Background: an optimization exercise with open tools, aiming at small area, a short achievable clock period and few clock cycles per item. Do not read the settings as production practice.
At most, simulation tests tie the RTL to the original design; equivalence was not proved.

==> flow/design.v <==
module mu_calc
#(
	parameter W = 163,
	parameter D = 20
)(
	input wire [W-1:0] g,
	output wire [D:0] mu
);
localparam N = D + 1;            
localparam integer STEPS = (N > 1 ? 1 : 0) + (N > 2 ? 1 : 0) + (N > 4 ? 1 : 0) + (N > 8 ? 1 : 0) + (N > 16 ? 1 : 0) + (N > 32 ? 1 : 0) + (N > 64 ? 1 : 0) + (N > 128 ? 1 : 0);
wire [N-1:0] fx;                 
assign fx[0] = 1'b1;
genvar i, k, st;
generate
	for (i = 1; i < N; i = i + 1) begin : fc
		assign fx[i] = g[W-i];
	end
	for (st = 0; st <= STEPS; st = st + 1) begin : nw
		wire [N-1:0] s;
		if (st == 0) begin : init
			assign s = {{(N-1){1'b0}}, 1'b1};
		end else begin : step
			for (k = 0; k < N; k = k + 1) begin : sk
				if (k < (1 << st)) begin : ex
					wire [k/2:0] terms;
					for (i = 0; i <= k / 2; i = i + 1) begin : ti
						if (i == 0)
							assign terms[i] = fx[k];
						else
							assign terms[i] = nw[st-1].s[i] & fx[k-2*i];
					end
					assign s[k] = ^terms;
				end else begin : nx
					assign s[k] = 1'b0;
				end
			end
		end
	end
	for (k = 0; k <= D; k = k + 1) begin : mb
		assign mu[D-k] = nw[STEPS].s[k];
	end
endgenerate
endmodule
module barrett_step
#(
	parameter W = 163,
	parameter D = 20
)(
	input wire [W-1:0] t,
	input wire [W-1:0] a,
	input wire [W-1:0] g,
	input wire [D-1:0] bd,
	input wire [D-1:0] pre_h,
	input wire [D:0] mu,
	output wire [W-1:0] v
);
wire [D-1:0] uh = t[W-1 -: D] ^ pre_h;
wire [D-1:0] q;
genvar i, k, j;
generate
	for (i = 0; i < D; i = i + 1) begin : qbit
		wire [D-1-i:0] terms;
		for (k = i; k < D; k = k + 1) begin : tk
			assign terms[k-i] = uh[k] & mu[D+i-k];
		end
		assign q[i] = ^terms;
	end
	for (j = 0; j < W; j = j + 1) begin : col
		wire [D:0] early;
		wire [D-1:0] late;
		if (j >= D)
			assign early[D] = t[j-D];
		else
			assign early[D] = 1'b0;
		for (k = 0; k < D; k = k + 1) begin : tk
			if (j - k >= 0) begin : in
				assign early[k] = bd[k] & a[j-k];
				assign late[k]  = q[k] & g[j-k];
			end else begin : out
				assign early[k] = 1'b0;
				assign late[k]  = 1'b0;
			end
		end
		assign v[j] = (^early) ^ (^late);
	end
endgenerate
endmodule
module digit_high
#(
	parameter W = 163,
	parameter D = 20
)(
	input wire [W-1:0] a,
	input wire [D-1:0] bd,
	output wire [D-1:0] h
);
genvar i, k;
generate
	for (i = 0; i < D; i = i + 1) begin : hb
		if (i == D - 1) begin : top
			assign h[i] = 1'b0;
		end else begin : mid
			wire [D-2-i:0] terms;
			for (k = i + 1; k < D; k = k + 1) begin : tk
				assign terms[k-i-1] = bd[k] & a[W+i-k];
			end
			assign h[i] = ^terms;
		end
	end
endgenerate
endmodule
module fpga_gf2m
#(
	parameter DIGITAL = 20,
	parameter DATA_WIDTH = 163
)(
	input clk,     
	input rst,   
	input wire start,
	input wire [DATA_WIDTH - 1 : 0] a,
	input wire [DATA_WIDTH - 1 : 0] g,
	input wire [191:0] b,
	output reg [DATA_WIDTH - 1 : 0] t_i_j,
	output reg done
);
localparam W = DATA_WIDTH;
localparam D = DIGITAL;
localparam K = (W - 1) / D + 1;              
localparam F = W - (K - 1) * D;              
localparam BW = K * D;                       
reg busy;
reg first;
reg [5:0] counter;
reg [W-1:0] reg_a;
reg [W-1:0] reg_g;
reg [BW-1:0] reg_b;
reg [D-1:0] pre_h;       
reg [D:0] mu;
wire accept = start & ~busy;
wire [D-1:0] cur_digit = reg_b[BW-1 -: D];
wire [D-1:0] nxt_digit = reg_b[BW-1-D -: D];
wire [D-1:0] first_digit = {{(D-F){1'b0}}, b[W-1 -: F]};
wire [W-1:0] next_t;
wire [D-1:0] nxt_pre_h;
wire [D-1:0] first_pre_h;
wire [D:0] mu_full;
wire [D:0] mu_first;
barrett_step #(.W(W), .D(D)) step (
	.t(t_i_j),
	.a(reg_a),
	.g(reg_g),
	.bd(cur_digit),
	.pre_h(pre_h),
	.mu(mu),
	.v(next_t)
);
digit_high #(.W(W), .D(D)) hi_next (
	.a(reg_a),
	.bd(nxt_digit),
	.h(nxt_pre_h)
);
digit_high #(.W(W), .D(D)) hi_first (
	.a(a),
	.bd(first_digit),
	.h(first_pre_h)
);
mu_calc #(.W(W), .D(D)) mu_now (
	.g(reg_g),
	.mu(mu_full)
);
mu_calc #(.W(W), .D(F)) mu_in (
	.g(g),
	.mu(mu_first[D:D-F])
);
assign mu_first[D-F-1:0] = {(D-F){1'b0}};
always @(posedge clk or negedge rst) begin : proc_ctrl
	if (~rst) begin
		busy <= 1'b0;
		first <= 1'b0;
		done <= 1'b0;
		counter <= 6'd0;
	end else if (accept) begin
		busy <= 1'b1;
		first <= 1'b1;
		done <= 1'b0;
		counter <= 6'd0;
	end else if (busy) begin
		first <= 1'b0;
		counter <= counter + 1'b1;
		if (counter == K - 1) begin
			busy <= 1'b0;
			done <= 1'b1;
		end
	end
end
always @(posedge clk) begin : proc_operands
	if (~busy) begin
		reg_a <= a;
		reg_g <= g;
		reg_b <= {{(BW-W){1'b0}}, b[W-1:0]};
		pre_h <= first_pre_h;
		mu <= mu_first;
	end else begin
		reg_b <= reg_b << D;
		pre_h <= nxt_pre_h;
		if (first)
			mu <= mu_full;
	end
end
always @(posedge clk) begin : proc_t_i_j
	if (accept)
		t_i_j <= {W{1'b0}};
	else if (busy)
		t_i_j <= next_t;
end
endmodule
clock: 14.5 ns
lec_check: 0
cap_margin: 20
core_margin: 2
core_utilization: 40
slew_margin: 20
setup_slack_margin: 10
buffer_ports_args: -buffer_cell sky130_fd_sc_hd__buf_2
standard.sh (not shown) runs the stock make flow with config.mk's settings and CLKGATE_MAP_FILE= SYNTH_SCRIPT=/design/flow/synth_recipe.tcl, a recipe that flattens the netlist after the stock synthesis.
==> flow/flow/run.sh <==
#!/bin/bash
# Standard ORFS layout (the standard.sh), with repair_timing asked to
# aim for extra setup slack and smaller port buffers.
cat >> config.mk <<'EOC'
export SETUP_SLACK_MARGIN = 10
export BUFFER_PORTS_ARGS = -buffer_cell sky130_fd_sc_hd__buf_2
EOC
bash standard.sh > standard.log 2>&1
Testbench counts at the start, summed over its fixed seeds: cycles 7,680, items 768.
Rerun with:
--- a/flow/design.v
+++ b/flow/design.v
@@ -131,4 +131,6 @@
 reg busy;
 reg first;
+reg last;                
+reg [W-1:0] acc;         
 reg [5:0] counter;
 reg [W-1:0] reg_a;
@@ -147,5 +149,5 @@
 wire [D:0] mu_first;
 barrett_step #(.W(W), .D(D)) step (
-	.t(t_i_j),
+	.t(acc),
 	.a(reg_a),
 	.g(reg_g),
@@ -178,4 +180,5 @@
 		busy <= 1'b0;
 		first <= 1'b0;
+		last <= 1'b0;
 		done <= 1'b0;
 		counter <= 6'd0;
@@ -183,8 +186,10 @@
 		busy <= 1'b1;
 		first <= 1'b1;
+		last <= (K == 1);
 		done <= 1'b0;
 		counter <= 6'd0;
 	end else if (busy) begin
 		first <= 1'b0;
+		last <= (counter == K - 2);
 		counter <= counter + 1'b1;
 		if (counter == K - 1) begin
@@ -208,8 +213,12 @@
 	end
 end
+always @(posedge clk) begin : proc_acc
+	if (busy)
+		acc <= next_t;
+	else
+		acc <= {W{1'b0}};
+end
 always @(posedge clk) begin : proc_t_i_j
-	if (accept)
-		t_i_j <= {W{1'b0}};
-	else if (busy)
+	if (last)
 		t_i_j <= next_t;
 end
Effect: The new run passed the timing, design-rule and antenna checks; die area came out higher by 3.6%; design area came out higher by 4.4%; count of clock-buffer cells in the layout increases by 3; utilization grows by 0.24 points; worst hold slack is worse by 0.036 ns; routed wire length drops by 2.5%; area after synthesis is higher by 3.6%; setup slack got worse by 0.20 ns.
The RTL of the second run of this note was laid out without a check of its function.

## what the ideal ports hide
In the flow no input, the clock included, has a driving cell. The finished layouts below were timed again as built, in two steps. Step 1 assumes that a clkbuf_16 drives the clock port and a buf_2 every other input. Step 2 also shifts input and output timing later by t, the mid clock arrival at the registers, as if the neighbouring blocks saw the same clock. Slacks: ideal ports / drivers / drivers and shift; pairs: ideal ports / drivers.
run	t, ns	slack for setup (ns)	worst setup path at the end	slew at the worst register clock pin (ns)	cell pins on the clock port's net
the first run	0.976	9.945 / 9.873 / 8.937	input to register	0.08 / 0.08	1
the second run	0.893	9.742 / 9.642 / 9.920	register to register	0.08 / 0.08	1
After both steps setup and hold are still met in every run listed. The setup slack of the first run, which loses most, moves by -0.072 ns with the drivers and by -1.008 ns with both steps.
